Background: an optimization exercise with open tools, aiming at small area, a short achievable clock period and few clock cycles. Do not read the settings as production practice. At most, simulation tests tie the RTL to the original design; equivalence was not proved. Only the layout flow was run in runs 1 to 7; the RTL was not checked for function there. Power and IR drop assume default switching activity.

`design/flow/run.sh`:
```
#!/bin/bash
# synth_recipe.tcl (not shown) runs the flow's synth.tcl, then flattens the netlist and writes it again
# the make line also repeats each setting of config.mk as NAME=value (left out here)
make -C /OpenROAD-flow-scripts/flow DESIGN_CONFIG=/design/flow/config.mk WORK_HOME=/design/flow/orfs CLKGATE_MAP_FILE= SYNTH_SCRIPT=/design/flow/synth_recipe.tcl finish
```
`design/flow/config.mk`:
```
export PLATFORM = sky130hd
export DESIGN_NAME = apb_ram
export DESIGN_NICKNAME = apb_ram
export VERILOG_FILES = /design/flow/design.v
export SDC_FILE = /design/flow/constraint.sdc
export NUM_CORES = 4
export LEC_CHECK = 0
export CAP_MARGIN = 20
export CORE_MARGIN = 2
export CORE_UTILIZATION = 40
export SLEW_MARGIN = 20
```
`design/flow/constraint.sdc`:
```
create_clock -name core_clock -period 2.6 [get_ports {pclk}]
set_input_delay 0.5200 -clock core_clock [delete_from_list [all_inputs] [get_ports {pclk}]]
set_output_delay 0.5200 -clock core_clock [all_outputs]
set_load 0.01 [all_outputs]
```
`design/flow/design.v`:
```
module apb_ram (
  input presetn,
  input pclk,
  input psel,
  input penable,
  input pwrite,
  input [31:0] paddr, pwdata,
  output reg [31:0] prdata,
  output pready,
  output reg pslverr
);
  wire [31:0] mem [0:31];
  wire [4:0]  a   = paddr[4:0];
  wire        wr  = psel & penable & pwrite & ~pslverr;
  wire [31:0] wd  = pwdata & {32{presetn}};
  assign pready = penable;
  always @(posedge pclk) begin
    prdata  <= rd;
    pslverr <= |paddr[31:5];
  end
  wire [31:0] l1 [0:7];
  wire [31:0] l2 [0:1];
  wire [31:0] rd = a[4] ? l2[1] : l2[0];
  genvar i;
  generate
    for (i = 0; i < 8; i = i + 1) begin : g_l1
      assign l1[i] = a[1] ? (a[0] ? mem[4*i+3] : mem[4*i+2])
                          : (a[0] ? mem[4*i+1] : mem[4*i]);
    end
    for (i = 0; i < 2; i = i + 1) begin : g_l2
      assign l2[i] = a[3] ? (a[2] ? l1[4*i+3] : l1[4*i+2])
                          : (a[2] ? l1[4*i+1] : l1[4*i]);
    end
  endgenerate
  generate
    for (i = 0; i < 32; i = i + 1) begin : g_word
      reg [31:0] q;
      always @(posedge pclk)
        if (!presetn || (wr && a == i))
          q <= wd;
      assign mem[i] = q;
    end
  endgenerate
endmodule
```
==> results of run 1 <==
-- per-layer routing --
layer / wire length (um) / share of wire [%]
met1: 42800 / 44
met2: 44700 / 46
met3: 7370 / 7.6
met4: 1880 / 1.9
met5: 13 / 0.013
-- cells in the mapped netlist (3+ instances only) --
cell type,number
edfxtp_1,1024
mux2i_1,248
mux4_2,132
o22ai_1,62
clkbuf_1,52
a22oi_1,46
buf_2,38
nand2_1,37
and2_1,34
a21oi_1,33
dfxtp_1,33
o21ai_0,32
o221ai_1,32
nand3_1,31
a2bb2oi_1,30
buf_4,23
nor2_1,19
a32oi_1,16
nor3_1,16
buf_6,7
nor4_1,6
or3_1,4
nand2b_1,3
-- how the worst max path moves through the flow --
stage | to | cells after the start | start | slack, ns
floorplan | g_word[24].q[0]$_DFFE_PP_ | 5 | paddr[2] | -0.25
global placement | g_word[11].q[6]$_DFFE_PP_ | 9 | penable | -0.06
detailed placement | g_word[11].q[6]$_DFFE_PP_ | 9 | penable | -0.04
CTS | prdata[19] | 1 | prdata[19]$_DFF_P_ | 0.36
global route | prdata[19] | 1 | prdata[19]$_DFF_P_ | 0.38
finish | prdata[19] | 1 | prdata[19]$_DFF_P_ | 0.42
-- cells in the final DEF, fill, tap and decap left out, types with 5 or more instances in the layout --
| cell type | instances |
|---|---|
| clkbuf_16 | 102 |
| clkinv_2 | 22 |
| a2bb2oi_1 | 30 |
| bufinv_16 | 10 |
| nand2_1 | 37 |
| nor2_1 | 17 |
| o22ai_1 | 62 |
| clkdlybuf4s50_1 | 96 |
| o21ai_4 | 32 |
| nor3_1 | 16 |
| buf_4 | 130 |
| mux2i_1 | 248 |
| clkinvlp_4 | 7 |
| clkinv_1 | 19 |
| dfxtp_1 | 33 |
| mux4_2 | 132 |
| nor4_1 | 6 |
| o221ai_1 | 32 |
| nand3_1 | 31 |
| clkbuf_1 | 18 |
| a32oi_1 | 16 |
| and2_1 | 33 |
| buf_12 | 84 |
| edfxtp_1 | 1024 |
| inv_6 | 5 |
| a21oi_1 | 33 |
| a22oi_1 | 46 |
-- kinds of logic after synthesis --
family	Yosys count	synth area share (%)
flops	1057	78.3
mux	380	13.6
compound gates	256	4.47
simple gates	160	2.03
buf+inv	124	1.62
-- flip-flops by register name, summed over array words and instances, names as in the netlist --
| register | flops |
|---|---|
| g_word.q | 1024 |
| prdata | 32 |
| pslverr | 1 |
-- per-stage QoR --
stage                     area, sq um  power (mW)  std cells  util (%)
after floorplan                 40400        21.9       1977         -
after global placement          45100        23.4       3466      45.3
after detailed placement        45100        23.5       3466      45.3
after CTS                       48400        37.9       3653      48.6
after global routing            48400        38.8       3653      48.6
final                           48400        37.6       3653      48.6
-- power groups by stage --
stage | clock network [mW] | registers, mW | logic (mW)
after floorplan | 0 | 20.3 | 1.53
after global placement | 0 | 20.3 | 3.04
after detailed placement | 0 | 20.4 | 3.08
after CTS | 14.8 | 20.0 | 3.09
after global routing | 15.4 | 20.1 | 3.25
final | 14.5 | 20.0 | 3.06
-- worst reg2reg max path, delay by kind of cell (launching register included) --
family          cells  cell delay, ns
flops               1            0.31
buf+inv             4            0.75
simple gates        3            0.48
compound gates      1            0.15
-- area by class of cell --
cell class	instances	share of cell area (%)
Multi-Input combinational cell	796	17.5
Clock buffer	123	5.50
Timing Repair Buffer	313	7.54
Inverter	2	0.0155
Tap cell	1298	3.35
Clock inverter	64	1.26
Sequential cell	1057	64.9
==> run summary, run 1 <==
Die area = 103000 sq um
Main flop type after synthesis = edfxtp_1
Via/cell ratio = 5.53
Endpoints failing hold = 0
Asr flop ratio synth = 0%
Place WS = -0.0382 ns
Slew Limit Fails = 0
Clk slew on worst S/H paths = 0.07 ns
Total track usage = 18.9%
# IOs = 103
GR Util met1 = 27.4%
PnR worst setup slack = 0.425 ns
Yosys top cell area share = 76.6%
Net Sw Frac = 21.9%
Worst Hold Depth = 3
Layout net count = 2339
Sink Count = 1057
Setup_tns = 0 ns
Setup crit end kind = primary output
Cell family with most CP delay = buffers and inverters
Grt met2 use = 28.9%
CP Max Fanout = 1
Drt pass-1 iters = 6
Worst EP required = 2.08 ns
Cts hold-fix bufs = 0
Global routing's busiest layer = met2
# port buffers = 102
Clk_skew = 0.0264 ns
Placer congestion estimate = 0.829
Mapped Nets = 2046
Final hold slack = 0.459 ns
Hold EP = pslverr$_DFF_P_
Startpoint class of the critical path = register
Register Area = 31400 sq um
Routed len/inst = 26.5 um
DR iter-0 viols = 2304
Yosys warning total = 1
DRT Wirelength = 96700 um
Synthesized instance count = 1977
Layout cells sized above 1 = 23.1%
Pleak = 17.3 nW
DIE WIDTH = 321 um
Final worst path period need = 2.18 ns
Final setup fails = 0
Setup bufs post-CTS = 0
Worst Hold Class = in2reg
Slew margin rel. = 45.3%
Sw Pwr = 8.22 mW
Internal = 29.4 mW
Multi-input logic area = 8460 sq um
CP Data Arrival Time = 1.66 ns
Distinct cell type count after synthesis = 37
Dpl hpwl = 62300 um
Die height = 321 um
Critical Path Max Stage Delay = 0.58 ns
Seq cells post-synth = 1057
MaxCap Viol Count = 0
Maximum vdd drop = 0.463 mV
EDFF count, synth = 1024
Initial antenna violation count = 2
Core area = 99700 sq um
CTS max path bufs = 3
Reg2reg end = g_word[11].q[18]$_DFFE_PP_
Ant diodes = 0
Number of fill cells in the layout = 7950
Critical-path top delay cell = clkdlybuf4s50_1
# rows = 116
Pwr Density = 776 nW/um^2
Reg2Reg Depth = 8
Main area contributors after synthesis = edfxtp_1, mux4_2, mux2i_1
CTS H-Tree Depth = 3
Avg Cell Area, Syn = 20.3 sq um
First-pass GRT wire length = 141000 um
Clock insertion delay at the later pin of the skew report = 0.67 ns
Largest net degree at the start of global routing = 52
Post_cts resized = 0
Met3 usage = 4.00%
Initial core utilization = 40.2%
Worst R2R Start = pslverr$_DFF_P_
Post-route DRC = 0
Synth Cell Area = 40100 sq um
Fin crit share = 83.7%
Post-synthesis sequential area ratio = 78.3%
Register share of total power = 53.3%
CTS tree = built
Status = timing/DRC/antenna clean
Cell Chain, Critical Path = clkdlybuf4s50_1
Fmax = 460 MHz
Slew @ Worst Pin = 0.820 ns
WP buf/inv = 1
Antenna Nets Post-Route = 0
Vias in the first global route = 20700
Overflow after GRT = 0
Combinational power share = 8.1%
Hold_sp = paddr[19]
CTS root buf = clkbuf_16
CTS Buf Count = 100
RSZ-0062 raised after global routing = no
CP Class = reg2out
Vias = 20200
Synthesis-to-layout area growth = 20.7%
Cell taking the most area after synthesis = edfxtp_1
Clk pwr share = 38.6%
R2r setup slk = 0.56 ns
==> inputs of run 2 (changes only) <==
--- a/design/flow/config.mk
+++ b/design/flow/config.mk
@@ -9,3 +9,4 @@
 export CORE_MARGIN = 2
 export CORE_UTILIZATION = 40
+export SETUP_SLACK_MARGIN = 0.5
 export SLEW_MARGIN = 20
==> run summary, run 2 <==
Dpl hpwl = 61700 um
CTS Buf Count = 99
Distinct cell type count after synthesis = 37
Placer congestion estimate = 0.809
Clock insertion delay at the later pin of the skew report = 0.67 ns
Synthesized instance count = 1977
CTS H-Tree Depth = 3
Endpoints failing hold = 0
Sink Count = 1057
Status = timing/DRC/antenna clean
Routed len/inst = 27.8 um
Maximum vdd drop = 0.434 mV
Slew Limit Fails = 0
Post-synthesis sequential area ratio = 78.3%
EDFF count, synth = 1024
Place WS = -0.228 ns
Clk slew on worst S/H paths = 0.06 ns
Largest net degree at the start of global routing = 49
Initial antenna violation count = 3
Largest register FFs = 1024
Cell Chain, Critical Path = nand4b_1 > buf_4 > buf_6 > or3_4 > o21ai_4 > buf_12 > clkbuf_16
DRT Wirelength = 104000 um
Vias = 20900
Die height = 321 um
CP Max Fanout = 7
Die area = 103000 sq um
Most frequent cells in the layout = edfxtp_1, mux2i_1, clkbuf_16, mux4_2, buf_12
CTS root buf = clkbuf_16
Via/cell ratio = 5.62
Seq cells post-synth = 1057
Synthesis-to-layout area growth = 25.5%
Top cells by count, synth = edfxtp_1, mux2i_1, mux4_2, o22ai_1, clkbuf_1
Layout cells sized above 1 = 26.3%
Avg Cell Area, Syn = 20.3 sq um
Slew @ Worst Pin = 0.556 ns
Asr flop ratio synth = 0%
MaxCap Viol Count = 0
Main flop type after synthesis = edfxtp_1
Core area = 99700 sq um
Pwr Density = 751 nW/um^2
CP Class = reg2reg
Commonest non-fill, non-tap cell in the layout = edfxtp_1
Post-route DRC = 0
Mapped Nets = 2046
Initial core utilization = 40.2%
Layout net count = 2413
Slew margin rel. = 62.6%
Number of fill cells in the layout = 7696
Setup crit end kind = register
Cell taking the most area after synthesis = edfxtp_1
DIE WIDTH = 321 um
WP buf/inv = 4
Worst Hold Class = in2reg
Cell family with most CP delay = simple AND/OR/NAND/NOR gates
Final worst path period need = 2.22 ns
Non-Filler Instances = 3729
Largest regs = g_word.q: 1024 flops, prdata: 32 flops, pslverr: 1 flops
PnR worst setup slack = 0.380 ns
Largest register by flop count = g_word.q
Final setup fails = 0
# rows = 116
CTS max path bufs = 3
CTS tree = built
Antenna Nets Post-Route = 0
Dpl cells = 3456
RSZ-0062 raised after global routing = yes
Vias in the first global route = 20500
Critical-path top delay cell = or3_4
CP Data Arrival Time = 2.61 ns
# IOs = 103
Synth Cell Area = 40100 sq um
First-pass GRT wire length = 144000 um
Main area contributors after synthesis = edfxtp_1, mux4_2, mux2i_1
Yosys warning total = 1
Worst EP required = 2.99 ns
Top-count cell post-synth = edfxtp_1
Yosys top cell area share = 76.6%
Pleak = 18.3 nW
Critical Path Max Stage Delay = 0.40 ns
Fmax = 451 MHz
Total track usage = 19.3%
DR iter-0 viols = 2544
Clk_skew = 0.0260 ns
# port buffers = 102
Overflow after GRT = 0
Fin crit share = 85.4%
Startpoint class of the critical path = register
Drt pass-1 iters = 6
==> run 2: through the flow <==
| step | area, sq um | util, % | setup TNS [ns] | power, mW | hold slack, ns |
|---|---|---|---|---|---|
| final | 50300 | 50.5 | 0 | 37.8 | 0.445 |
| after floorplan | 40600 | - | 0 | 21.9 | 0.637 |
| after detailed placement | 45300 | 45.4 | -156.08 | 23.5 | 0.763 |
| after global placement | 45300 | 45.4 | -148.92 | 23.4 | 0.740 |
| after CTS | 49000 | 49.1 | 0 | 37.8 | 0.382 |
| after global routing | 50300 | 50.5 | 0 | 38.9 | 0.432 |
==> run 2: layout make-up <==
type / count / area (sq um) / share of cell area (%)
well taps: 1298 / 1620 / 3.23
clock inverters: 54 / 503 / 0.999
clock buffers: 133 / 2750 / 5.46
flip-flops and latches: 1057 / 31400 / 62.4
inverters: 2 / 8.76 / 0.0174
repair buffers: 388 / 5510 / 10.9
multi-input cells: 796 / 8540 / 17.0
diodes: 1 / 2.50 / 0.00497
==> run 2: worst min-delay path: stages <==
cell             delay, ns
clkdlybuf4s50_1       0.45
nor3_1                0.04
nand4_1               0.07
==> run 2: what timing repair did <==
item,4_1_cts,5_1_grt
cloned,8,40
setup endpoints to repair,646,730
gates resized for setup,35,22
buffers inserted,20,17
hold buffers,0,0
pin swaps,7,10
==> run 2: report_power, final <==
group          switching, mW  total [mW]  internal, mW
registers              0.263        20.0          19.8
clock network           6.16        14.3          8.16
logic                   1.91        3.44          1.53
==> run 2: cell families (layout without fill, tap and decap cells) <==
family,Yosys count,count (layout),share of synthesized area [%]
mux,380,380,13.6
buf+inv,124,577,1.62
flops,1057,1057,78.3
other cells,0,1,0
compound gates,256,256,4.47
simple gates,160,160,2.03
==> run 2: layer usage <==
metal	global-route usage, %	vias to the layer above	share of wire [%]
met1	28.6	10900	43
li1	-	8962	-
met2	29.6	930	47
met5	0	-	0
met4	4.47	0	1.7
met3	3.86	108	8.4
==> run 2: path summary, 6_finish.rpt <==
| check | from | endpoint | slack [ns] | cells after the start |
|---|---|---|---|---|
| worst max-delay path | pslverr$_DFF_P_ | g_word[16].q[0]$_DFFE_PP_ | 0.38 | 7 |
| worst min register to register | g_word[21].q[10]$_DFFE_PP_ | prdata[10]$_DFF_P_ | 0.75 | 4 |
| worst max register to register | pslverr$_DFF_P_ | g_word[16].q[0]$_DFFE_PP_ | 0.38 | 7 |
| worst min-delay path | paddr[22] | pslverr$_DFF_P_ | 0.45 | 3 |
==> inputs of run 3 (changes only) <==
--- a/design/flow/config.mk
+++ b/design/flow/config.mk
@@ -9,4 +9,5 @@
 export CORE_MARGIN = 2
 export CORE_UTILIZATION = 40
-export SETUP_SLACK_MARGIN = 0.5
+export CTS_BUF_LIST = sky130_fd_sc_hd__clkbuf_8
+export CTS_CLUSTER_SIZE = 30
 export SLEW_MARGIN = 20
==> run summary, run 3 <==
Most frequent cells in the layout = edfxtp_1, mux2i_1, clkbuf_8, mux4_2, buf_4
Top-count cell post-synth = edfxtp_1
R2r setup slk = 0.55 ns
Worst Setup EP = prdata[19]
Worst Setup SP = prdata[19]$_DFF_P_
Seq cells post-synth = 1057
Layout cells sized above 1 = 24.6%
Yosys top cell area share = 76.6%
DRT Wirelength = 97300 um
Largest regs = g_word.q: 1024 flops, prdata: 32 flops, pslverr: 1 flops
Clock insertion delay at the later pin of the skew report = 0.80 ns
Initial core utilization = 40.2%
Sw Pwr = 8.23 mW
Via/cell ratio = 5.49
Avg Cell Area, Syn = 20.3 sq um
Post-route DRC = 0
Top cells by count, synth = edfxtp_1, mux2i_1, mux4_2, o22ai_1, clkbuf_1
# rows = 116
EDFF count, synth = 1024
Endpoints failing hold = 0
Synth Cell Area = 40100 sq um
Initial antenna violation count = 4
Die height = 321 um
Critical-path top delay cell = clkdlybuf4s50_1
Setup crit end kind = primary output
Synthesis-to-layout area growth = 20.0%
Setup bufs post-CTS = 0
Slew margin rel. = 52.1%
Routed len/inst = 25.9 um
Dpl hpwl = 62300 um
WP buf/inv = 1
Clk pwr share = 35.7%
Main area contributors after synthesis = edfxtp_1, mux4_2, mux2i_1
Final worst path period need = 2.32 ns
Layout net count = 2400
Critical Path Max Stage Delay = 0.58 ns
CP Max Fanout = 1
# port buffers = 102
Status = timing/DRC/antenna clean
Main flop type after synthesis = edfxtp_1
Largest register by flop count = g_word.q
Placer congestion estimate = 0.829
Largest net degree at the start of global routing = 52
Worst R2R Start = pslverr$_DFF_P_
First-pass GRT wire length = 142000 um
Pleak = 17.4 nW
Distinct cell type count after synthesis = 37
Pwr Density = 745 nW/um^2
Yosys warning total = 1
Worst Hold Depth = 3
CTS max path bufs = 3
Net Sw Frac = 22.9%
Slew @ Worst Pin = 0.718 ns
Synthesized instance count = 1977
Sink Count = 1057
Cts hold-fix bufs = 0
Drt pass-1 iters = 6
# IOs = 103
Register share of total power = 55.8%
DIE WIDTH = 321 um
Total track usage = 19.1%
Clk_skew = 0.0228 ns
CTS root buf = clkbuf_8
Mapped Nets = 2046
Place WS = -0.0382 ns
Largest register FFs = 1024
DR iter-0 viols = 2094
Vias in the first global route = 21100
Startpoint class of the critical path = register
Worst Hold Class = in2reg
Slew Limit Fails = 0
Reg2Reg Depth = 8
Antenna Nets Post-Route = 0
Die area = 103000 sq um
MaxCap Viol Count = 0
CP Data Arrival Time = 1.80 ns
Clk slew on worst S/H paths = 0.06 ns
Post_cts resized = 0
Overflow after GRT = 0
Maximum vdd drop = 0.408 mV
CTS tree = built
Stages on worst setup path = 1
CP Class = reg2out
Cell Chain, Critical Path = clkdlybuf4s50_1
Asr flop ratio synth = 0%
Cell taking the most area after synthesis = edfxtp_1
Cell family with most CP delay = buffers and inverters
Reg2reg end = g_word[11].q[7]$_DFFE_PP_
Post-synthesis sequential area ratio = 78.3%
CTS H-Tree Depth = 4
RSZ-0062 raised after global routing = no
Fmax = 431 MHz
PnR worst setup slack = 0.278 ns
Worst EP required = 2.08 ns
Core area = 99700 sq um
Fin crit share = 89.3%
Internal = 27.7 mW
Commonest non-fill, non-tap cell in the layout = edfxtp_1
Vias = 20600
Combinational power share = 8.5%
CTS Buf Count = 161
Setup_tns = 0 ns
Final setup fails = 0
[run 3: metal layers]
layer	GRT usage (%)	vias to the layer above	share of wire (%)
li1	-	8938	-
met1	27.7	10700	45
met2	29.2	829	46
met3	4.02	114	7.5
met4	5.25	0	1.7
met5	0	-	0
[run 3: cell type report]
| class | instances | area [sq um] |
|---|---|---|
| fillers | 8020 | 51500 |
| well taps | 1298 | 1620 |
| clock buffers | 175 | 2410 |
| multi-input cells | 796 | 8460 |
| clock inverters | 110 | 601 |
| repair buffers | 313 | 3650 |
| flip-flops and latches | 1057 | 31400 |
| inverters | 2 | 7.51 |
| diodes | 1 | 2.50 |
[run 3: power by group through the flow]
stage          clock [mW]  sequential (mW)  combinational [mW]
2_1_floorplan           0             20.3                1.53
3_3_place_gp            0             20.3                3.04
3_5_place_dp            0             20.4                3.08
4_1_cts              13.1             20.0                3.09
5_1_grt              13.9             20.1                3.24
6_report             12.8             20.0                3.06
[run 3: tightest hold or removal path, stage by stage]
cell and delay, ns:
clkdlybuf4s50_1 0.45, nor3_1 0.04, nand4_1 0.07
[run 3: kinds of logic after synthesis]
logic type	count (synthesis)	synth area share [%]
flops	1057	78.3
mux	380	13.6
compound gates	256	4.47
simple gates	160	2.03
buf+inv	124	1.62
[run 3: metrics by stage]
stage | cells | utilization (%) | cell area [sq um] | power [mW] | hold WS [ns]
after floorplan | 1977 | - | 40400 | 21.9 | 0.637
after global placement | 3466 | 45.3 | 45100 | 23.4 | 0.749
after detailed placement | 3466 | 45.3 | 45100 | 23.5 | 0.747
after CTS | 3751 | 48.3 | 48200 | 36.3 | 0.240
after global routing | 3752 | 48.3 | 48200 | 37.2 | 0.278
final | 3752 | 48.3 | 48200 | 35.9 | 0.314
[run 3: worst min-delay path by stage]
stage,end,slack [ns],from
floorplan,pslverr$_DFF_P_,0.64,paddr[30]
global placement,prdata[6]$_DFF_P_,0.75,g_word[17].q[6]$_DFFE_PP_
detailed placement,prdata[10]$_DFF_P_,0.75,g_word[21].q[10]$_DFFE_PP_
CTS,pslverr$_DFF_P_,0.24,paddr[19]
global route,pslverr$_DFF_P_,0.28,paddr[20]
finish,pslverr$_DFF_P_,0.31,paddr[19]
==> inputs of run 4 (changes only) <==
--- a/design/flow/config.mk
+++ b/design/flow/config.mk
@@ -9,5 +9,5 @@
 export CORE_MARGIN = 2
 export CORE_UTILIZATION = 40
-export CTS_BUF_LIST = sky130_fd_sc_hd__clkbuf_8
-export CTS_CLUSTER_SIZE = 30
+export CTS_CLUSTER_DIAMETER = 100
+export CTS_CLUSTER_SIZE = 32
 export SLEW_MARGIN = 20
==> run summary, run 4 <==
Final hold slack = 0.511 ns
Worst Hold Class = in2reg
Clk_skew = 0.0203 ns
Cts hold-fix bufs = 0
Placer congestion estimate = 0.829
Synthesis-to-layout area growth = 15.5%
Pleak = 16.3 nW
Maximum vdd drop = 0.433 mV
CTS max path bufs = 3
Fmax = 464 MHz
CP Data Arrival Time = 1.64 ns
MaxCap Viol Count = 0
Vias = 19900
Ant diodes = 0
CTS H-Tree Depth = 2
Layout net count = 2278
Drt pass-1 iters = 5
Largest register by flop count = g_word.q
PnR worst setup slack = 0.444 ns
Net Sw Frac = 22.1%
CTS tree = built
Initial antenna violation count = 1
Startpoint class of the critical path = register
Post-synthesis sequential area ratio = 78.3%
Via/cell ratio = 5.63
Final worst path period need = 2.16 ns
Routed len/inst = 27.0 um
Post_cts resized = 0
Mapped Nets = 2046
Power Total = 31.0 mW
Seq cells post-synth = 1057
Synth Cell Area = 40100 sq um
Setup bufs post-CTS = 0
Slew margin rel. = 54.9%
Core area = 99700 sq um
Critical Path Max Stage Delay = 0.59 ns
Place WS = -0.0382 ns
EDFF count, synth = 1024
Clock insertion delay at the later pin of the skew report = 0.60 ns
DIE WIDTH = 321 um
Layout cells sized above 1 = 19.5%
Final setup fails = 0
Top cells by count, synth = edfxtp_1, mux2i_1, mux4_2, o22ai_1, clkbuf_1
Fin crit share = 82.9%
DR iter-0 viols = 2545
Critical-path top delay cell = clkdlybuf4s50_1
Sw Pwr = 6.85 mW
Pwr Density = 670 nW/um^2
Sink Count = 1057
Die height = 321 um
Dpl hpwl = 62300 um
Status = timing/DRC/antenna clean
Clk slew on worst S/H paths = 0.12 ns
# IOs = 103
# port buffers = 102
Asr flop ratio synth = 0%
CP Max Fanout = 1
Distinct cell type count after synthesis = 37
Commonest non-fill, non-tap cell in the layout = edfxtp_1
Slew @ Worst Pin = 0.677 ns
Vias in the first global route = 20000
Antenna Nets Post-Route = 0
WP buf/inv = 1
DRT Wirelength = 95500 um
Clk pwr share = 25.7%
CTS Buf Count = 39
Overflow after GRT = 0
Cell family with most CP delay = buffers and inverters
Total track usage = 18.5%
CTS root buf = clkbuf_16
Final Util = 46.5%
Largest regs = g_word.q: 1024 flops, prdata: 32 flops, pslverr: 1 flops
Main flop type after synthesis = edfxtp_1
Die area = 103000 sq um
Avg Cell Area, Syn = 20.3 sq um
Synthesized instance count = 1977
Main area contributors after synthesis = edfxtp_1, mux4_2, mux2i_1
Cell Chain, Critical Path = clkdlybuf4s50_1
Most frequent cells in the layout = edfxtp_1, mux2i_1, mux4_2, buf_4, clkdlybuf4s50_1
Yosys warning total = 1
Yosys top cell area share = 76.6%
Register share of total power = 64.4%
Slew Limit Fails = 0
RSZ-0062 raised after global routing = no
Top-count cell post-synth = edfxtp_1
Setup crit end kind = primary output
Internal = 24.2 mW
Worst EP required = 2.08 ns
Cell taking the most area after synthesis = edfxtp_1
First-pass GRT wire length = 139000 um
CP Class = reg2out
Endpoints failing hold = 0
# rows = 116
Largest net degree at the start of global routing = 52
Post-route DRC = 0
Largest register FFs = 1024
Combinational power share = 9.9%
Initial core utilization = 40.2%
[run 4: cell types whose count changed in the layout (fill, tap and decap cells not counted)]
cell	before	now
bufinv_16	4	1
clkbuf_1	0	26
clkbuf_16	0	41
clkbuf_8	175	0
clkinv_1	30	1
clkinv_2	22	0
clkinvlp_4	6	0
diode_2	1	0
inv_1	45	1
inv_16	0	1
inv_6	2	1
inv_8	3	0
[run 4: layout make-up]
class                      count  area, sq um
fill                        8123        53400
clock buffer                  67         1120
tap                         1298         1620
timing repair buffer         313         3650
multi-input combinational    796         8460
sequential                  1057        31400
inverter                       2         7.51
clock inverter                 3         58.8
[run 4: final timing paths]
check,startpoint,endpoint,slack (ns),cells after the start
max,prdata[19]$_DFF_P_,prdata[19],0.44,1
min reg2reg,g_word[21].q[10]$_DFFE_PP_,prdata[10]$_DFF_P_,0.78,4
min,paddr[19],pslverr$_DFF_P_,0.51,3
max reg2reg,pslverr$_DFF_P_,g_word[11].q[20]$_DFFE_PP_,0.56,8
[run 4: per-layer routing]
metal | GRT usage, % | up-vias | routed length (um)
li1 | - | 8598 | -
met1 | 28.2 | 10500 | 43300
met2 | 28.9 | 734 | 44500
met3 | 2.25 | 70 | 6350
met4 | 3.08 | 0 | 1320
met5 | 0 | - | 0
[run 4: logic make-up after synthesis]
kind of cell	synth area share (%)
DFF	78.3
muxes	13.6
AOI/OAI and AO/OA	4.47
and+or+nand+nor	2.03
buffers and inverters	1.62
[run 4: stage by stage]
step                      area, sq um  TNS (ns)  std cells
final                           46300         0       3536
after global routing            46300         0       3536
after CTS                       46300         0       3536
after detailed placement        45100     -3.20       3466
after global placement          45100     -4.42       3466
after floorplan                 40400   -109.36       1977
[run 4: power by group through the flow]
stage	clock [mW]	combinational, mW	sequential, mW
after global routing	8.72	3.24	20.1
final	7.98	3.06	20.0
after detailed placement	0	3.08	20.4
after floorplan	0	1.53	20.3
after CTS	8.17	3.09	20.0
after global placement	0	3.04	20.3
==> inputs of run 5 (changes only) <==
==> design/flow/flow/run.sh (new file) <==
#!/bin/bash
# Standard ORFS layout (standard synthesis unchanged); only the port buffers
# differ: buf_2 instead of the default pick (a slow delay buffer).
set -euo pipefail
bash standard.sh "BUFFER_PORTS_ARGS=-buffer_cell sky130_fd_sc_hd__buf_2" finish > orfs_make.log 2>&1
==> design/flow/standard.sh (new file) <==
#!/bin/bash
# synth_recipe.tcl (not shown) runs the flow's synth.tcl, then flattens the netlist and writes it again
# the make line also repeats each setting of config.mk as NAME=value (left out here)
make -C /OpenROAD-flow-scripts/flow DESIGN_CONFIG=/design/flow/config.mk WORK_HOME=/design/flow/orfs CLKGATE_MAP_FILE= SYNTH_SCRIPT=/design/flow/synth_recipe.tcl "${@:-finish}"
--- a/design/flow/config.mk
+++ b/design/flow/config.mk
@@ -9,5 +9,3 @@
 export CORE_MARGIN = 2
 export CORE_UTILIZATION = 40
-export CTS_CLUSTER_DIAMETER = 100
-export CTS_CLUSTER_SIZE = 32
 export SLEW_MARGIN = 20
removed: design/flow/run.sh
==> run summary, run 5 <==
CTS max path bufs = 3
Yosys top cell area share = 76.6%
Maximum vdd drop = 0.620 mV
Final hold slack = 0.0575 ns
Worst Setup SP = pslverr$_DFF_P_
Post_cts resized = 0
CTS Buf Count = 98
Yosys warning total = 1
Drt pass-1 iters = 7
Clock insertion delay at the later pin of the skew report = 0.67 ns
Initial core utilization = 40.2%
CP Class = reg2reg
Initial antenna violation count = 0
Endpoints failing hold = 0
Cts hold-fix bufs = 0
CP Data Arrival Time = 2.53 ns
Final setup fails = 0
Largest regs = g_word.q: 1024 flops, prdata: 32 flops, pslverr: 1 flops
Dpl hpwl = 60300 um
Largest register by flop count = g_word.q
Antenna Nets Post-Route = 0
Main area contributors after synthesis = edfxtp_1, mux4_2, mux2i_1
Hold_sp = paddr[22]
Top cells by count, synth = edfxtp_1, mux2i_1, mux4_2, o22ai_1, clkbuf_1
CP Max Fanout = 25
Clk slew on worst S/H paths = 0.06 ns
Startpoint class of the critical path = register
DIE WIDTH = 321 um
DRT Wirelength = 98700 um
CTS H-Tree Depth = 3
Largest net degree at the start of global routing = 59
Slew @ Worst Pin = 0.569 ns
Via/cell ratio = 5.61
Fin crit share = 83.7%
Synth Cell Area = 40100 sq um
Worst EP required = 2.95 ns
Main flop type after synthesis = edfxtp_1
Asr flop ratio synth = 0%
First-pass GRT wire length = 143000 um
PnR worst setup slack = 0.424 ns
Overflow after GRT = 0
Worst Hold Class = in2reg
Synthesis-to-layout area growth = 17.6%
Setup crit end kind = register
Total track usage = 19.3%
RSZ-0062 raised after global routing = no
Mapped Nets = 2046
Power Total = 37.1 mW
Routed len/inst = 27.5 um
Placer congestion estimate = 0.804
# port buffers = 102
Avg Cell Area, Syn = 20.3 sq um
Distinct cell type count after synthesis = 37
Place WS = 0.142 ns
Sink Count = 1057
Vias in the first global route = 20700
Status = timing/DRC/antenna clean
Critical-path top delay cell = nand3_1
Worst R2R Start = pslverr$_DFF_P_
Die area = 103000 sq um
Largest register FFs = 1024
CTS tree = built
Number of fill cells in the layout = 8097
Critical Path Max Stage Delay = 0.36 ns
Synthesized instance count = 1977
Multi-input logic area = 8460 sq um
Post-route DRC = 0
Register Area = 31400 sq um
Post-synthesis sequential area ratio = 78.3%
Cell taking the most area after synthesis = edfxtp_1
EDFF count, synth = 1024
Fmax = 460 MHz
Die height = 321 um
Layout cells sized above 1 = 25.3%
DR iter-0 viols = 1987
Cell Chain, Critical Path = nand4b_1 > buf_4 > nor2_1 > nand3_1 > o21ai_4 > buf_12
Commonest non-fill, non-tap cell in the layout = edfxtp_1
# rows = 116
Slew margin rel. = 61.8%
Most frequent cells in the layout = edfxtp_1, mux2i_1, mux4_2, clkbuf_16, buf_2
Slew Limit Fails = 0
Vias = 20200
Final worst path period need = 2.18 ns
Core area = 99700 sq um
MaxCap Viol Count = 0
Design Area, Final = 47200 sq um
Setup bufs post-CTS = 0
Top-count cell post-synth = edfxtp_1
Pleak = 16.9 nW
# IOs = 103
Clk_skew = 0.0267 ns
Layout net count = 2281
DP Area = 44000 sq um
CTS root buf = clkbuf_16
Seq cells post-synth = 1057
Pwr Density = 787 nW/um^2
[run 5: cell counts after synthesis]
Identical to the previous run, type by type.
[run 5: path summary, 6_finish.rpt]
path	depth (start not counted)	endpoint	slack, ns
worst max-delay path	6	g_word[6].q[31]$_DFFE_PP_	0.42
worst min-delay path	3	pslverr$_DFF_P_	0.06
worst max register to register	6	g_word[6].q[31]$_DFFE_PP_	0.42
worst min register to register	4	prdata[0]$_DFF_P_	0.75
[run 5: worst max-delay path: cells and delay by family, from the launching register on]
| family | cells | cell delay (ns) |
|---|---|---|
| DFF | 1 | 0.31 |
| buffers and inverters | 2 | 0.45 |
| and+or+nand+nor | 3 | 0.72 |
| AOI/OAI and AO/OA | 1 | 0.35 |
[run 5: layout make-up]
type	count	area share (%)
Multi-Input combinational cell	796	17.9
Inverter	2	0.0159
Antenna cell	1	0.00530
Timing Repair Buffer	257	5.24
Clock buffer	134	5.69
Tap cell	1298	3.44
Sequential cell	1057	66.6
Clock inverter	47	1.12
[run 5: cells by family after synthesis]
logic type	share of synthesized area (%)
compound gates	4.47
buf+inv	1.62
flops	78.3
mux	13.6
simple gates	2.03
[run 5: metrics by stage]
step	setup TNS, ns	util [%]	cells
final	0	47.3	3592
after global placement	0	44.1	3410
after detailed placement	0	44.1	3410
after global routing	0	47.3	3591
after CTS	0	47.3	3591
after floorplan	-109.36	-	1977
[run 5: metal layers]
| metal | GRT usage [%] | up-vias | routed length, um |
|---|---|---|---|
| li1 | - | 8683 | - |
| met1 | 27.3 | 10600 | 42400 |
| met2 | 31.3 | 739 | 47900 |
| met3 | 3.35 | 110 | 6670 |
| met4 | 4.43 | 0 | 1660 |
| met5 | 0 | - | 0 |
[run 5: where the power goes]
part / switching (mW) / internal, mW / leakage (nW) / total, mW
Clock: 6.10 / 8.17 / 1.57 / 14.3
Combinational: 1.74 / 1.07 / 4.53 / 2.81
Sequential: 0.268 / 19.8 / 10.8 / 20.0
==> inputs of run 6 (changes only) <==
==> design/flow/design.v (replaced) <==
module apb_ram (
  input presetn,
  input pclk,
  input psel,
  input penable,
  input pwrite,
  input [31:0] paddr, pwdata,
  output reg [31:0] prdata,
  output pready,
  output reg pslverr
);
  wire [31:0] mem [0:31];
  wire [4:0]  a   = paddr[4:0];
  wire        bad = |paddr[31:5];
  wire [31:0] wd  = pwdata & {32{presetn}};
  reg         wr_q;
  assign pready = penable;
  wire [31:0] oh;
  wire [31:0] l1 [0:7];
  wire [31:0] l2 [0:1];
  wire [31:0] rd = a[4] ? l2[1] : l2[0];
  always @(posedge pclk) begin
    prdata  <= rd;
    pslverr <= bad;
    wr_q    <= psel & ~penable & pwrite & ~bad;
  end
  genvar i;
  generate
    for (i = 0; i < 32; i = i + 1) begin : g_word
      reg [31:0] q;
      assign oh[i] = (a == i);
      always @(posedge pclk)
        if (!presetn || (wr_q && oh[i]))
          q <= wd;
      assign mem[i] = q;
    end
    for (i = 0; i < 8; i = i + 1) begin : g_l1
      assign l1[i] = a[1] ? (a[0] ? mem[4*i+3] : mem[4*i+2])
                          : (a[0] ? mem[4*i+1] : mem[4*i]);
    end
    for (i = 0; i < 2; i = i + 1) begin : g_l2
      assign l2[i] = a[3] ? (a[2] ? l1[4*i+3] : l1[4*i+2])
                          : (a[2] ? l1[4*i+1] : l1[4*i]);
    end
  endgenerate
endmodule
--- a/design/flow/config.mk
+++ b/design/flow/config.mk
@@ -9,3 +9,5 @@
 export CORE_MARGIN = 2
 export CORE_UTILIZATION = 40
+export CTS_CLUSTER_DIAMETER = 100
+export CTS_CLUSTER_SIZE = 24
 export SLEW_MARGIN = 20
==> run summary, run 6 <==
Number of fill cells in the layout = 8241
PnR worst setup slack = 0.275 ns
MaxCap Viol Count = 0
CTS root buf = clkbuf_16
Design Area, Final = 46100 sq um
Overflow after GRT = 0
Top cells by count, synth = edfxtp_1, mux2i_1, mux4_2, nand2_1
Initial antenna violation count = 0
Place WS = -0.276 ns
Total track usage = 19.3%
Cell taking the most area after synthesis = edfxtp_1
Mapped Nets = 2032
Final worst path period need = 2.32 ns
EDFF count, synth = 1024
Avg Cell Area, Syn = 20.5 sq um
Top-count cell post-synth = edfxtp_1
Die height = 322 um
Setup_tns = 0 ns
Post-route DRC = 0
Setup bufs post-CTS = 0
Die area = 103000 sq um
CTS tree = built
Pwr Density = 709 nW/um^2
DRT Wirelength = 100000 um
Final hold slack = 0.0843 ns
Maximum vdd drop = 0.491 mV
Non-Filler Instances = 3534
CP Max Fanout = 1
Layout cells sized above 1 = 26.1%
Layout net count = 2262
# port buffers = 102
Vias in the first global route = 20400
# IOs = 103
Dpl cells = 3438
CP Data Arrival Time = 2.84 ns
Synth Cell Area = 40300 sq um
Clk slew on worst S/H paths = 0.09 ns
Sink Count = 1058
Final Util = 46.1%
Asr flop ratio synth = 0%
Yosys top cell area share = 76.2%
Worst EP required = 3.11 ns
Seq cells post-synth = 1058
Slew margin rel. = 24.0%
Yosys warning total = 1
Post_cts resized = 0
Largest register FFs = 1024
Drt pass-1 iters = 5
Largest register by flop count = g_word.q
DR iter-0 viols = 2277
Main area contributors after synthesis = edfxtp_1, mux4_2, mux2i_1
Final setup fails = 0
Post-synthesis sequential area ratio = 77.9%
Endpoints failing hold = 0
DP Area = 44600 sq um
Most frequent cells in the layout = edfxtp_1, mux2i_1, buf_4, mux4_2, buf_2
CP Class = reg2reg
First-pass GRT wire length = 144000 um
Distinct cell type count after synthesis = 42
Dpl hpwl = 60300 um
DIE WIDTH = 322 um
Slew Limit Fails = 0
Synthesis-to-layout area growth = 14.3%
Slew @ Worst Pin = 1.14 ns
RSZ-0062 raised after global routing = no
Largest net degree at the start of global routing = 41
Via/cell ratio = 5.71
Antenna Nets Post-Route = 0
Fin crit share = 89.4%
Fmax = 430 MHz
CTS H-Tree Depth = 2
Routed len/inst = 28.3 um
Placer congestion estimate = 0.771
Initial core utilization = 40.3%
# rows = 116
Cts hold-fix bufs = 0
Pleak = 15.6 nW
Commonest non-fill, non-tap cell in the layout = edfxtp_1
Vias = 20200
Core area = 100000 sq um
Setup crit end kind = register
Largest regs = g_word.q: 1024 flops, prdata: 32 flops
Synthesized instance count = 1963
CTS max path bufs = 3
Worst Hold Class = in2reg
Main flop type after synthesis = edfxtp_1
Status = timing/DRC/antenna clean
Startpoint class of the critical path = register
Power Total = 32.7 mW
Clk_skew = 0.0229 ns
CTS Buf Count = 51
Clock insertion delay at the later pin of the skew report = 0.64 ns
## run 6: changes by cell type after synthesis, moves of 16 or more
| cell | delta |
|---|---|
| o2111ai_1 | +16 |
| a22oi_1 | -25 |
| nand3_1 | -26 |
| mux2_2 | +46 |
| mux2i_1 | -54 |
| o221ai_1 | -18 |
| nand2_1 | +16 |
| a2bb2oi_1 | -30 |
## run 6: logic make-up after synthesis
family	after synthesis	share of synthesized area, %
simple gates	159	1.95
flops	1058	77.9
buf+inv	122	1.60
compound gates	240	4.25
mux	384	14.3
## run 6: final timing paths
kind	from	end	slack, ns	cells past startpoint
max	g_word[14].q[28]$_DFFE_PP_	prdata[28]$_DFF_P_	0.28	5
min	penable	wr_q$_DFF_P_	0.08	2
max reg2reg	g_word[14].q[28]$_DFFE_PP_	prdata[28]$_DFF_P_	0.28	5
min reg2reg	g_word[17].q[4]$_DFFE_PP_	prdata[4]$_DFF_P_	0.67	4
## run 6: critical path, cell delays in order (launching register included)
cell and delay (ns):
edfxtp_1 0.37, mux4_2 0.48, mux2_2 0.29, a2111oi_0 0.79, buf_4 0.23, a21oi_1 0.04
## run 6: report_power, final
| part | internal (mW) | total [mW] | switching (mW) |
|---|---|---|---|
| Clock | 3.89 | 9.04 | 5.15 |
| Sequential | 20.2 | 20.5 | 0.365 |
| Combinational | 1.30 | 3.12 | 1.82 |
## run 6: per-layer routing
layer	wire length [um]	global-route usage, %	part of all wire, %
met1	43100	27.4	43
met2	48500	31.7	48
met3	6410	2.90	6.4
met4	2140	4.28	2.1
met5	0	0	0
## run 6: final cells by class
class                   instances  area (sq um)  share of cell area [%]
diodes                          1          2.50                 0.00543
clock buffers                  90          1450                    3.15
clock inverters                 5          76.3                   0.166
inverters                       1          3.75                 0.00814
multi-input cells             783          8650                    18.8
flip-flops and latches       1058         31400                    68.2
well taps                    1298          1620                    3.52
repair buffers                298          2870                    6.22
==> inputs of run 7 (changes only) <==
==> design/flow/design.v (replaced) <==
module apb_ram (
  input presetn,
  input pclk,
  input psel,
  input penable,
  input pwrite,
  input [31:0] paddr, pwdata,
  output reg [31:0] prdata,
  output pready,
  output reg pslverr
);
  wire [31:0] mem [0:31];
  wire [4:0]  a   = paddr[4:0];
  wire        bad = |paddr[31:5];
  wire [31:0] wd  = pwdata & {32{presetn}};
  reg         wr_q;
  assign pready = penable;
  wire [31:0] oh;
  wire [31:0] rd;
  always @(posedge pclk) begin
    prdata  <= rd;
    pslverr <= bad;
    wr_q    <= psel & ~penable & pwrite & ~bad;
  end
  genvar i, j;
  generate
    for (i = 0; i < 32; i = i + 1) begin : g_word
      reg [31:0] q;
      assign oh[i] = (a == i);
      always @(posedge pclk)
        if (!presetn || (wr_q && oh[i]))
          q <= wd;
      assign mem[i] = q;
    end
    for (j = 0; j < 32; j = j + 1) begin : g_rd
      wire [31:0] col;
      for (i = 0; i < 32; i = i + 1) begin : g_col
        assign col[i] = mem[i][j];
      end
      apb_ram_aor32 u_aor (.s(oh), .d(col), .y(rd[j]));
    end
  endgenerate
endmodule
module apb_ram_aor32 (
  input  [31:0] s,
  input  [31:0] d,
  output        y
);
  assign y = |(s & d);
endmodule
--- a/design/flow/config.mk
+++ b/design/flow/config.mk
@@ -8,6 +8,9 @@
 export CAP_MARGIN = 20
 export CORE_MARGIN = 2
-export CORE_UTILIZATION = 40
+export CORE_UTILIZATION = 60
 export CTS_CLUSTER_DIAMETER = 100
 export CTS_CLUSTER_SIZE = 24
+export SETUP_SLACK_MARGIN = 0.8
 export SLEW_MARGIN = 20
+export SYNTH_HIERARCHICAL = 1
+export SYNTH_MINIMUM_KEEP_SIZE = 0
==> run summary, run 7 <==
Commonest non-fill, non-tap cell in the layout = edfxtp_1
Maximum vdd drop = 0.708 mV
DIE WIDTH = 253 um
Setup_tns = 0 ns
Post-route DRC = 0
MaxCap Viol Count = 0
Largest regs = g_word.q: 1024 flops, prdata: 32 flops
Largest register by flop count = g_word.q
Via/cell ratio = 6.90
Clk_skew = 0.0233 ns
CTS root buf = clkbuf_16
CP Class = in2reg
Synthesized instance count = 1883
# IOs = 103
Slew margin rel. = 42.9%
Initial core utilization = 60.6%
CP Max Fanout = 8
Fmax = 513 MHz
Setup crit end kind = register
DRT Wirelength = 112000 um
Drt pass-1 iters = 5
Pleak = 14.6 nW
Yosys top cell area share = 82.4%
Yosys warning total = 7
Most frequent cells in the layout = edfxtp_1, a22oi_1, buf_4, nand4_1, buf_2
Initial antenna violation count = 3
Largest register FFs = 1024
Core area = 61600 sq um
Asr flop ratio synth = 0%
Final setup fails = 0
Main area contributors after synthesis = edfxtp_1, a22oi_1, nand4_1
Synth Cell Area = 37300 sq um
Antenna Nets Post-Route = 0
Routed len/inst = 35.2 um
Pwr Density = 708 nW/um^2
CTS H-Tree Depth = 2
First-pass GRT wire length = 153000 um
Top cells by count, synth = edfxtp_1, a22oi_1, nand4_1, dfxtp_1
CP Data Arrival Time = 2.45 ns
CTS Buf Count = 50
Die area = 64200 sq um
Worst EP required = 3.10 ns
Layout net count = 2356
Cell taking the most area after synthesis = edfxtp_1
Fin crit share = 75.0%
Cts hold-fix bufs = 0
EDFF count, synth = 1024
Status = timing/DRC/antenna clean
Clock insertion delay at the later pin of the skew report = 0.65 ns
# rows = 91
Synthesis-to-layout area growth = 19.8%
Slew Limit Fails = 0
DR iter-0 viols = 2601
Mapped Nets = 1952
Vias in the first global route = 20900
Dpl hpwl = 60800 um
Distinct cell type count after synthesis = 28
Top-count cell post-synth = edfxtp_1
Total track usage = 34.7%
CTS max path bufs = 3
Seq cells post-synth = 1058
Largest net degree at the start of global routing = 43
Post-synthesis sequential area ratio = 84.3%
Main flop type after synthesis = edfxtp_1
CTS tree = built
Final Util = 72.6%
Vias = 21800
Endpoints failing hold = 0
RSZ-0062 raised after global routing = yes
Overflow after GRT = 0
Layout cells sized above 1 = 26.1%
Clk slew on worst S/H paths = 0.09 ns
Final hold slack = 0.151 ns
Die height = 253 um
Slew @ Worst Pin = 0.854 ns
Final worst path period need = 1.95 ns
Avg Cell Area, Syn = 19.8 sq um
Sink Count = 1058
Worst Hold Class = in2reg
Startpoint class of the critical path = input pin
# port buffers = 102
Placer congestion estimate = 0.846
-- run 7: Yosys stat by module (local to each module, per instance) --
| module | flip-flops and latches | cells |
|---|---|---|
| apb_ram_aor32 | 0 | 21 |
| apb_ram | 1058 | 1211 |
-- run 7: logic make-up after synthesis --
| group | count (synthesis) | share of synthesized area (%) |
|---|---|---|
| flops | 1058 | 84.3 |
| buf+inv | 15 | 0.188 |
| simple gates | 266 | 4.36 |
| compound gates | 544 | 11.2 |
-- run 7: stage by stage --
stage / instance area, sq um / std cells / total power, mW / setup WS (ns)
finish: 44700 / 3166 / 31.6 / 0.649
global route: 44700 / 3165 / 32.4 / 0.636
CTS: 44200 / 3141 / 31.6 / 0.699
detailed placement: 41800 / 2993 / 23.0 / -0.191
global placement: 41700 / 2988 / 22.9 / -0.164
floorplan: 37800 / 1883 / 21.7 / 0.0440
-- run 7: metal layers --
layer  track usage, %  vias up  routed length (um)  part of all wire [%]
li1                 -     8978                   -                     -
met1             49.7    11300               41800                    37
met2             55.3     1327               53200                    48
met3             6.76      189               13300                    12
met4             9.23        8                3180                   2.8
met5            0.849        -                 110                 0.099
-- run 7: worst paths after layout --
check | startpoint | endpoint | slack, ns | cells after the start
setup / recovery | paddr[1] | prdata[18]$_DFF_P_ | 0.65 | 11
hold reg to reg | g_word[25].q[29]$_DFFE_PP_ | prdata[29]$_DFF_P_ | 0.56 | 3
setup reg to reg | wr_q$_DFF_P_ | g_word[12].q[13]$_DFFE_PP_ | 0.85 | 4
hold / removal | psel | wr_q$_DFF_P_ | 0.15 | 3
-- run 7: power by group --
part / switching [mW] / internal [mW] / total, mW
clock: 5.03 / 3.77 / 8.79
sequential: 0.509 / 20.2 / 20.7
combinational: 1.42 / 0.682 / 2.10
total: 6.95 / 24.7 / 31.6
-- run 7: cell type report --
class,count,area (sq um)
Inverter,1,3.75
Sequential cell,1058,31400
Timing Repair Buffer,362,3820
Clock inverter,2,38.8
Clock buffer,91,1430
Multi-Input combinational cell,814,6910
Tap cell,837,1050
Fill cell,3681,16900
Antenna cell,1,2.50
-- run 7: critical path, stage by stage --
cell	delay [ns]
buf_6	0.10
buf_12	0.12
and2b_2	0.23
buf_6	0.13
buf_4	0.13
nand2_4	0.07
nor2_4	0.08
buf_12	0.19
a22oi_1	0.19
nand4_1	0.13
or4_1	0.55
-- run 7: what timing repair did --
action / 4_1_cts / 5_1_grt
gates resized for setup: 70 / 43
setup buffers: 48 / 18
setup endpoints to repair: 203 / 105
cloned: 7 / 6
pin swaps: 71 / 48
==> inputs of run 8 (changes only) <==
--- a/design/flow/design.v
+++ b/design/flow/design.v
@@ -17,4 +17,6 @@
   assign pready = penable;
   wire [31:0] oh;
+  wire [7:0]  oh8;
+  wire [3:0]  oh4;
   wire [31:0] rd;
   always @(posedge pclk) begin
@@ -33,18 +35,34 @@
       assign mem[i] = q;
     end
+    for (i = 0; i < 8; i = i + 1) begin : g_oh8
+      assign oh8[i] = (a[2:0] == i);
+    end
+    for (i = 0; i < 4; i = i + 1) begin : g_oh4
+      assign oh4[i] = (a[4:3] == i);
+    end
     for (j = 0; j < 32; j = j + 1) begin : g_rd
-      wire [31:0] col;
-      for (i = 0; i < 32; i = i + 1) begin : g_col
-        assign col[i] = mem[i][j];
+      wire [3:0] m;
+      for (i = 0; i < 4; i = i + 1) begin : g_l1
+        apb_ram_aor8 u_aor (.s(oh8),
+                            .d({mem[8*i+7][j], mem[8*i+6][j], mem[8*i+5][j], mem[8*i+4][j],
+                                mem[8*i+3][j], mem[8*i+2][j], mem[8*i+1][j], mem[8*i][j]}),
+                            .y(m[i]));
       end
-      apb_ram_aor32 u_aor (.s(oh), .d(col), .y(rd[j]));
+      apb_ram_aor4 u_aor (.s(oh4), .d(m), .y(rd[j]));
     end
   endgenerate
 endmodule
-module apb_ram_aor32 (
-  input  [31:0] s,
-  input  [31:0] d,
-  output        y
+module apb_ram_aor4 (
+  input  [3:0] s,
+  input  [3:0] d,
+  output       y
 );
   assign y = |(s & d);
 endmodule
+module apb_ram_aor8 (
+  input  [7:0] s,
+  input  [7:0] d,
+  output       y
+);
+  assign y = |(s & d);
+endmodule
--- a/design/flow/config.mk
+++ b/design/flow/config.mk
@@ -9,7 +9,8 @@
 export CORE_MARGIN = 2
 export CORE_UTILIZATION = 60
+export CTS_BUF_LIST = sky130_fd_sc_hd__clkbuf_8
 export CTS_CLUSTER_DIAMETER = 100
-export CTS_CLUSTER_SIZE = 24
-export SETUP_SLACK_MARGIN = 0.8
+export CTS_CLUSTER_SIZE = 12
+export SETUP_SLACK_MARGIN = 0.7
 export SLEW_MARGIN = 20
 export SYNTH_HIERARCHICAL = 1
==> run summary, run 8 <==
Status = timing/DRC/antenna clean
CTS Buf Count = 98
Slew Limit Fails = 0
Cell taking the most area after synthesis = edfxtp_1
Final worst path period need = 1.84 ns
Clk slew on worst S/H paths = 0.09 ns
Clock insertion delay at the later pin of the skew report = 0.73 ns
Worst EP required = 3.00 ns
Power Total = 32.0 mW
MaxCap Viol Count = 0
Die area = 64200 sq um
Hold_sp = psel
DRT Wirelength = 104000 um
Yosys warning total = 7
RSZ-0062 raised after global routing = no
Dpl hpwl = 53200 um
Synthesis-to-layout area growth = 15.5%
Fmax = 543 MHz
DR iter-0 viols = 2529
Distinct cell type count after synthesis = 20
Main area contributors after synthesis = edfxtp_1, a22oi_1, nand4_1
Layout net count = 2336
Cts hold-fix bufs = 0
Sink Count = 1058
Pwr Density = 744 nW/um^2
Largest register by flop count = g_word.q
CP Class = reg2reg
Maximum vdd drop = 0.615 mV
# IOs = 103
Layout cells sized above 1 = 18.3%
CP Max Fanout = 23
Vias = 21500
Final Util = 69.9%
EDFF count, synth = 1024
Initial core utilization = 60.5%
Final setup fails = 0
Fin crit share = 70.8%
Pleak = 14.3 nW
Commonest non-fill, non-tap cell in the layout = edfxtp_1
Endpoints failing hold = 0
Via/cell ratio = 6.77
Mapped Nets = 1973
Routed len/inst = 32.7 um
Hold EP = wr_q$_DFF_P_
Seq cells post-synth = 1058
Slew @ Worst Pin = 0.697 ns
Avg Cell Area, Syn = 19.6 sq um
Asr flop ratio synth = 0%
First-pass GRT wire length = 146000 um
Post-route DRC = 0
# rows = 91
Worst Hold Depth = 3
Largest register FFs = 1024
Placer congestion estimate = 0.768
Top-count cell post-synth = edfxtp_1
Worst Hold Class = in2reg
Largest net degree at the start of global routing = 93
R2r setup slk = 0.76 ns
Synth Cell Area = 37300 sq um
Vias in the first global route = 21300
Largest regs = g_word.q: 1024 flops, prdata: 32 flops
Setup crit end kind = register
Core area = 61600 sq um
Antenna Nets Post-Route = 0
Reg2reg end = g_word[2].q[12]$_DFFE_PP_
CTS max path bufs = 3
CP Data Arrival Time = 2.24 ns
Post-synthesis sequential area ratio = 84.3%
Yosys top cell area share = 82.5%
# port buffers = 102
Synthesized instance count = 1904
Main flop type after synthesis = edfxtp_1
Most frequent cells in the layout = edfxtp_1, a22oi_1, nand4_1, buf_4
Total track usage = 32.6%
Startpoint class of the critical path = register
Die height = 253 um
CTS H-Tree Depth = 3
Reg2Reg Depth = 4
Clk_skew = 0.0405 ns
Drt pass-1 iters = 5
Initial antenna violation count = 1
CTS tree = built
CTS root buf = clkbuf_8
Worst R2R Start = wr_q$_DFF_P_
Slew margin rel. = 53.5%
DIE WIDTH = 253 um
Overflow after GRT = 0
Top cells by count, synth = edfxtp_1, a22oi_1, nand4_1, dfxtp_1, nand2_1
==> run 8: metal layers <==
metal / vias up / track usage, % / share of wire, %
met4: 0 / 12.0 / 3.4
li1: 9027 / - / -
met3: 189 / 6.05 / 9.5
met1: 11200 / 45.1 / 39
met5: - / 0 / 0
met2: 1171 / 52.4 / 48
==> run 8: metrics by stage <==
| step | cell area, sq um | setup WS, ns | hold WS [ns] | TNS (ns) | std cells |
|---|---|---|---|---|---|
| floorplan | 37500 | -0.287 | 0.544 | -64.22 | 1904 |
| detailed placement | 41100 | 0.244 | 0.582 | 0 | 2989 |
| global placement | 41100 | 0.248 | 0.578 | 0 | 2989 |
| finish | 43100 | 0.759 | 0.0676 | 0 | 3182 |
| CTS | 42900 | 0.712 | 0.0274 | 0 | 3172 |
| global route | 43100 | 0.725 | 0.0649 | 0 | 3182 |
==> run 8: timing repair <==
action                                  in CTS  in global routing
cloned                                       1                  3
buffers inserted                             5                  6
pin swaps                                    2                  2
gates resized for setup                      0                  3
endpoints found under the setup margin      28                 93
==> run 8: area by class of cell <==
cell class / count / area, sq um
tap: 837 / 1050
timing repair buffer: 272 / 2610
antenna: 1 / 2.50
multi-input combinational: 829 / 6200
sequential: 1058 / 31400
clock buffer: 101 / 1390
fill: 4025 / 18500
inverter: 8 / 60.1
clock inverter: 76 / 315
==> run 8: cell families after synthesis <==
logic type,after synthesis,synth area share (%)
compound gates,608,12.0
buf+inv,17,0.185
flops,1058,84.3
simple gates,221,3.52
==> run 8: how the worst max path moves through the flow <==
stage	start	end	slack, ns	cells after the start
floorplan	paddr[3]	g_word[19].q[0]$_DFFE_PP_	-0.29	2
global placement	paddr[1]	prdata[7]$_DFF_P_	0.25	8
detailed placement	paddr[1]	prdata[7]$_DFF_P_	0.24	8
CTS	wr_q$_DFF_P_	g_word[5].q[13]$_DFFE_PP_	0.71	4
global route	wr_q$_DFF_P_	g_word[0].q[1]$_DFFE_PP_	0.72	5
finish	wr_q$_DFF_P_	g_word[2].q[12]$_DFFE_PP_	0.76	4
==> run 8: power by group <==
part	leakage [nW]	internal (mW)	total [mW]	switching (mW)
combinational	3.06	0.791	2.48	1.69
clock	1.12	3.62	8.97	5.35
sequential	10.2	20.2	20.6	0.390
==> run 8: Yosys stat by module (local to each module, per instance) <==
module | flip-flops and latches | times used | area (sq um) | cells
apb_ram | 1058 | 1 | 32000 | 1168
apb_ram_aor4 | 0 | 32 | 18.8 | 3
apb_ram_aor8 | 0 | 128 | 36.3 | 5
==> run 8: worst max-delay path, stage by stage, from the launching register on <==
cell     delay (ns)
dfxtp_2        0.38
or3b_1         0.35
buf_4          0.21
o21ai_4        0.27
buf_12         0.29
Testbench counts of run 8, summed over its fixed seeds: cycles 32,000.
==> inputs of run 9 (changes only) <==
--- a/design/flow/config.mk
+++ b/design/flow/config.mk
@@ -12,5 +12,5 @@
 export CTS_CLUSTER_DIAMETER = 100
 export CTS_CLUSTER_SIZE = 12
-export SETUP_SLACK_MARGIN = 0.7
+export SETUP_SLACK_MARGIN = 0.9
 export SLEW_MARGIN = 20
 export SYNTH_HIERARCHICAL = 1
==> run summary, run 9 <==
Net Sw Frac = 23.4%
Sw Pwr = 7.55 mW
Commonest non-fill, non-tap cell in the layout = edfxtp_1
DIE WIDTH = 253 um
Maximum vdd drop = 0.484 mV
Post-synthesis sequential area ratio = 84.3%
Layout cells sized above 1 = 20.3%
Final Util = 71.2%
# rows = 91
Largest register FFs = 1024
Asr flop ratio synth = 0%
CTS Buf Count = 98
CP Max Fanout = 8
Vias = 21700
CTS tree = built
Worst EP required = 3.03 ns
Largest regs = g_word.q: 1024 flops, prdata: 32 flops
CP Data Arrival Time = 2.23 ns
Final hold slack = 0.0649 ns
Fmax = 558 MHz
Top cells by count, synth = edfxtp_1, a22oi_1, nand4_1, dfxtp_1, nand2_1
Worst R2R Start = wr_q$_DFF_P_
Layout net count = 2356
First-pass GRT wire length = 144000 um
Total track usage = 32.2%
Distinct cell type count after synthesis = 20
Startpoint class of the critical path = register
Synth Cell Area = 37300 sq um
Cell taking the most area after synthesis = edfxtp_1
Die height = 253 um
Post-route DRC = 0
Fin crit share = 69.0%
Avg Cell Area, Syn = 19.6 sq um
Overflow after GRT = 0
Clk slew on worst S/H paths = 0.08 ns
Via/cell ratio = 6.79
# IOs = 103
Setup crit end kind = register
Mapped Nets = 1973
Status = timing/DRC/antenna clean
Cts hold-fix bufs = 0
Routed len/inst = 33.5 um
DP Area = 41100 sq um
Seq cells post-synth = 1058
Initial core utilization = 60.5%
Final setup fails = 0
Synthesized instance count = 1904
DR iter-0 viols = 2995
Sink Count = 1058
Yosys top cell area share = 82.5%
Worst Setup SP = wr_q$_DFF_P_
Top-count cell post-synth = edfxtp_1
Final worst path period need = 1.79 ns
Yosys warning total = 7
Design Area, Final = 43900 sq um
Largest register by flop count = g_word.q
Largest net degree at the start of global routing = 77
CTS root buf = clkbuf_8
Clk_skew = 0.0371 ns
EDFF count, synth = 1024
Synthesis-to-layout area growth = 17.6%
Slew Limit Fails = 0
Slew margin rel. = 41.7%
Pleak = 14.6 nW
Slew @ Worst Pin = 0.875 ns
MaxCap Viol Count = 0
Main area contributors after synthesis = edfxtp_1, a22oi_1, nand4_1
CTS H-Tree Depth = 3
Drt pass-1 iters = 6
Initial antenna violation count = 1
Worst Hold Class = in2reg
Internal = 24.8 mW
Endpoints failing hold = 0
Combinational power share = 8.3%
Hold_sp = psel
Clock insertion delay at the later pin of the skew report = 0.72 ns
CTS max path bufs = 3
Main flop type after synthesis = edfxtp_1
CP Class = reg2reg
# port buffers = 102
Clk pwr share = 27.8%
DRT Wirelength = 107000 um
Die area = 64200 sq um
Pwr Density = 737 nW/um^2
Setup_tns = 0 ns
Core area = 61600 sq um
Dpl hpwl = 54400 um
RSZ-0062 raised after global routing = yes
Vias in the first global route = 21300
Antenna Nets Post-Route = 0
Power Total = 32.3 mW
Register share of total power = 63.8%
Most frequent cells in the layout = edfxtp_1, a22oi_1, nand4_1, clkbuf_8, buf_4
Placer congestion estimate = 0.797
run 9: area by class of cell:
class	instances	area (sq um)
multi-input cells	829	6240
clock inverters	75	314
fillers	3916	17700
well taps	837	1050
repair buffers	292	3320
inverters	8	60.1
clock buffers	101	1390
flip-flops and latches	1058	31500
diodes	1	2.50
run 9: layer usage:
metal  up-vias  part of all wire, %  track usage [%]
li1       9071                    -                -
met2      1163                   50             54.2
met5         -                    0                0
met3       188                  8.7             4.53
met4         0                  3.3             11.8
met1     11300                   38             43.4
run 9: per-module statistics from Yosys (local to each module, per instance):
module / cell area [sq um] / flops+latches
apb_ram_aor8: 36.3 / 0
apb_ram_aor4: 18.8 / 0
apb_ram: 32000 / 1058
run 9: repair_timing:
item | CTS | global route
cloned | 1 | 19
pin swaps | 1 | 1
gates resized for setup | 71 | 46
setup endpoints to repair | 555 | 259
buffers inserted | 2 | 14
run 9: power by group through the flow:
stage / logic [mW] / registers (mW) / clock network [mW]
final: 2.70 / 20.6 / 8.99
after detailed placement: 2.42 / 21.0 / 0
after CTS: 2.51 / 20.6 / 9.11
after global placement: 2.38 / 20.9 / 0
after floorplan: 1.10 / 20.9 / 0
after global routing: 2.82 / 20.7 / 9.69
run 9: cell families (layout without fill, tap and decap cells):
logic type | count (synthesis) | after routing | synth area share (%)
compound gates | 608 | 608 | 12.0
buf+inv | 17 | 476 | 0.185
flops | 1058 | 1058 | 84.3
other cells | 0 | 1 | 0
simple gates | 221 | 221 | 3.52
run 9: through the flow:
stage	instances	worst slack [ns]
final	3201	0.806
after global routing	3201	0.804
after CTS	3167	0.799
after detailed placement	2988	0.134
after global placement	2988	0.150
after floorplan	1904	-0.287
run 9: final timing paths:
check | end | slack (ns) | cells past startpoint
min | wr_q$_DFF_P_ | 0.06 | 3
max reg2reg | g_word[2].q[21]$_DFFE_PP_ | 0.81 | 5
min reg2reg | prdata[29]$_DFF_P_ | 0.55 | 4
max | g_word[2].q[21]$_DFFE_PP_ | 0.81 | 5
run 9: worst max-delay path: stages, from the launching register on:
cell and delay, ns:
dfxtp_4 0.38, or3b_4 0.39, buf_12 0.17, o21ai_4 0.16, buf_6 0.19, clkbuf_16 0.20
==> inputs of run 10 (changes only) <==
--- a/design/flow/config.mk
+++ b/design/flow/config.mk
@@ -11,6 +11,6 @@
 export CTS_BUF_LIST = sky130_fd_sc_hd__clkbuf_8
 export CTS_CLUSTER_DIAMETER = 100
-export CTS_CLUSTER_SIZE = 12
-export SETUP_SLACK_MARGIN = 0.9
+export CTS_CLUSTER_SIZE = 14
+export SETUP_SLACK_MARGIN = 0.8
 export SLEW_MARGIN = 20
 export SYNTH_HIERARCHICAL = 1
==> run summary, run 10 <==
Seq cells post-synth = 1058
Drt pass-1 iters = 5
Fin crit share = 68.5%
Clk_skew = 0.0322 ns
Post-route DRC = 0
CTS H-Tree Depth = 3
Avg Cell Area, Syn = 19.6 sq um
Maximum vdd drop = 0.633 mV
Die height = 253 um
Startpoint class of the critical path = input pin
Initial core utilization = 60.5%
Largest net degree at the start of global routing = 79
Layout cells sized above 1 = 17.9%
Final hold slack = 0.0799 ns
Antenna Nets Post-Route = 0
Top-count cell post-synth = edfxtp_1
Multi-input logic area = 6220 sq um
Top cells by count, synth = edfxtp_1, a22oi_1, nand4_1, dfxtp_1, nand2_1
Cts hold-fix bufs = 0
Fmax = 561 MHz
Via/cell ratio = 6.77
Largest register by flop count = g_word.q
Cell taking the most area after synthesis = edfxtp_1
Slew Limit Fails = 0
Asr flop ratio synth = 0%
Main area contributors after synthesis = edfxtp_1, a22oi_1, nand4_1
Pleak = 14.0 nW
Distinct cell type count after synthesis = 20
Number of fill cells in the layout = 4013
Slew @ Worst Pin = 0.808 ns
Register Area = 31500 sq um
Worst Hold Class = in2reg
CP Class = in2reg
Vias = 21300
RSZ-0062 raised after global routing = yes
Slew margin rel. = 46.1%
Largest register FFs = 1024
Yosys warning total = 7
Dpl hpwl = 52500 um
CTS tree = built
# port buffers = 102
Pwr Density = 734 nW/um^2
# rows = 91
Non-Filler Instances = 3142
DRT Wirelength = 103000 um
Mapped Nets = 1973
Worst EP required = 3.16 ns
MaxCap Viol Count = 0
CTS root buf = clkbuf_8
Dpl cells = 2986
Overflow after GRT = 0
Final setup fails = 0
Endpoints failing hold = 0
Core area = 61600 sq um
Yosys top cell area share = 82.5%
CTS max path bufs = 3
Main flop type after synthesis = edfxtp_1
Final worst path period need = 1.78 ns
Status = timing/DRC/antenna clean
DR iter-0 viols = 2457
# IOs = 103
Layout net count = 2312
Placer congestion estimate = 0.773
Die area = 64200 sq um
Routed len/inst = 32.7 um
Largest regs = g_word.q: 1024 flops, prdata: 32 flops
Sink Count = 1058
Synthesized instance count = 1904
First-pass GRT wire length = 146000 um
R2r setup slk = 0.84 ns
CP Data Arrival Time = 2.34 ns
[run 10: area by class of cell]
type / instances / area share (%)
repair buffers: 261 / 5.65
multi-input cells: 829 / 14.6
clock buffers: 87 / 2.81
clock inverters: 61 / 0.558
well taps: 837 / 2.46
flip-flops and latches: 1058 / 73.8
diodes: 1 / 0.00587
inverters: 8 / 0.141
[run 10: final timing paths]
check	cells past startpoint	startpoint	end
worst min register to register	4	g_word[28].q[29]$_DFFE_PP_	prdata[29]$_DFF_P_
worst max-delay path	9	paddr[1]	prdata[28]$_DFF_P_
worst min-delay path	3	psel	wr_q$_DFF_P_
worst max register to register	5	wr_q$_DFF_P_	g_word[2].q[15]$_DFFE_PP_
[run 10: cell families (layout without fill, tap and decap cells)]
family	after synthesis	after routing	share of synthesized area, %
other	0	1	0
AOI/OAI and AO/OA	608	608	12.0
DFF	1058	1058	84.3
and+or+nand+nor	221	221	3.52
buffers and inverters	17	417	0.185
[run 10: repair_timing]
| action | in CTS | in global routing |
|---|---|---|
| setup endpoints to repair | 153 | 16 |
| resized for setup | 17 | 4 |
| gates cloned | 1 | 1 |
| pin swaps | 2 | 1 |
| setup buffers | 4 | 1 |
[run 10: per-module statistics from Yosys (local to each module, per instance)]
module / area (sq um) / flip-flops and latches / copies in the design / cells
apb_ram_aor8: 36.3 / 0 / 128 / 5
apb_ram: 32000 / 1058 / 1 / 1168
apb_ram_aor4: 18.8 / 0 / 32 / 3
[run 10: per-stage QoR]
stage	power, mW	worst slack [ns]	instance area [sq um]	utilization, %	TNS (ns)
floorplan	22.0	-0.287	37500	-	-64.22
CTS	31.4	0.767	42600	69.1	0
finish	31.3	0.818	42600	69.2	0
global placement	23.3	0.0281	41000	66.6	0
global route	32.3	0.790	42600	69.2	0
detailed placement	23.4	0.0427	41000	66.6	0
[run 10: where the power goes]
group / internal, mW / switching, mW
logic: 0.764 / 1.69
clock network: 3.12 / 5.13
registers: 20.2 / 0.402
[run 10: layer usage]
layer | up-vias | share of wire (%) | GRT usage [%]
li1 | 8962 | - | -
met1 | 10900 | 38 | 43.8
met2 | 1146 | 50 | 54.2
met3 | 207 | 8.4 | 4.74
met4 | 2 | 3.7 | 12.3
met5 | - | 0.0068 | 0
[run 10: worst max-delay path, stage by stage]
cell	delay [ns]
buf_2	0.15
nand3b_1	0.19
clkinvlp_4	0.16
buf_12	0.22
buf_4	0.26
a22oi_1	0.23
nand4_1	0.14
a22oi_2	0.30
nand2_1	0.09

Setup slack of run 10, layout unchanged: 0.818 ns with ideal ports, 0.756 ns with driving cells assumed (clock clkbuf_16, inputs buf_2), 0.111 ns with port delays also shifted by the 0.742 ns mid clock arrival.
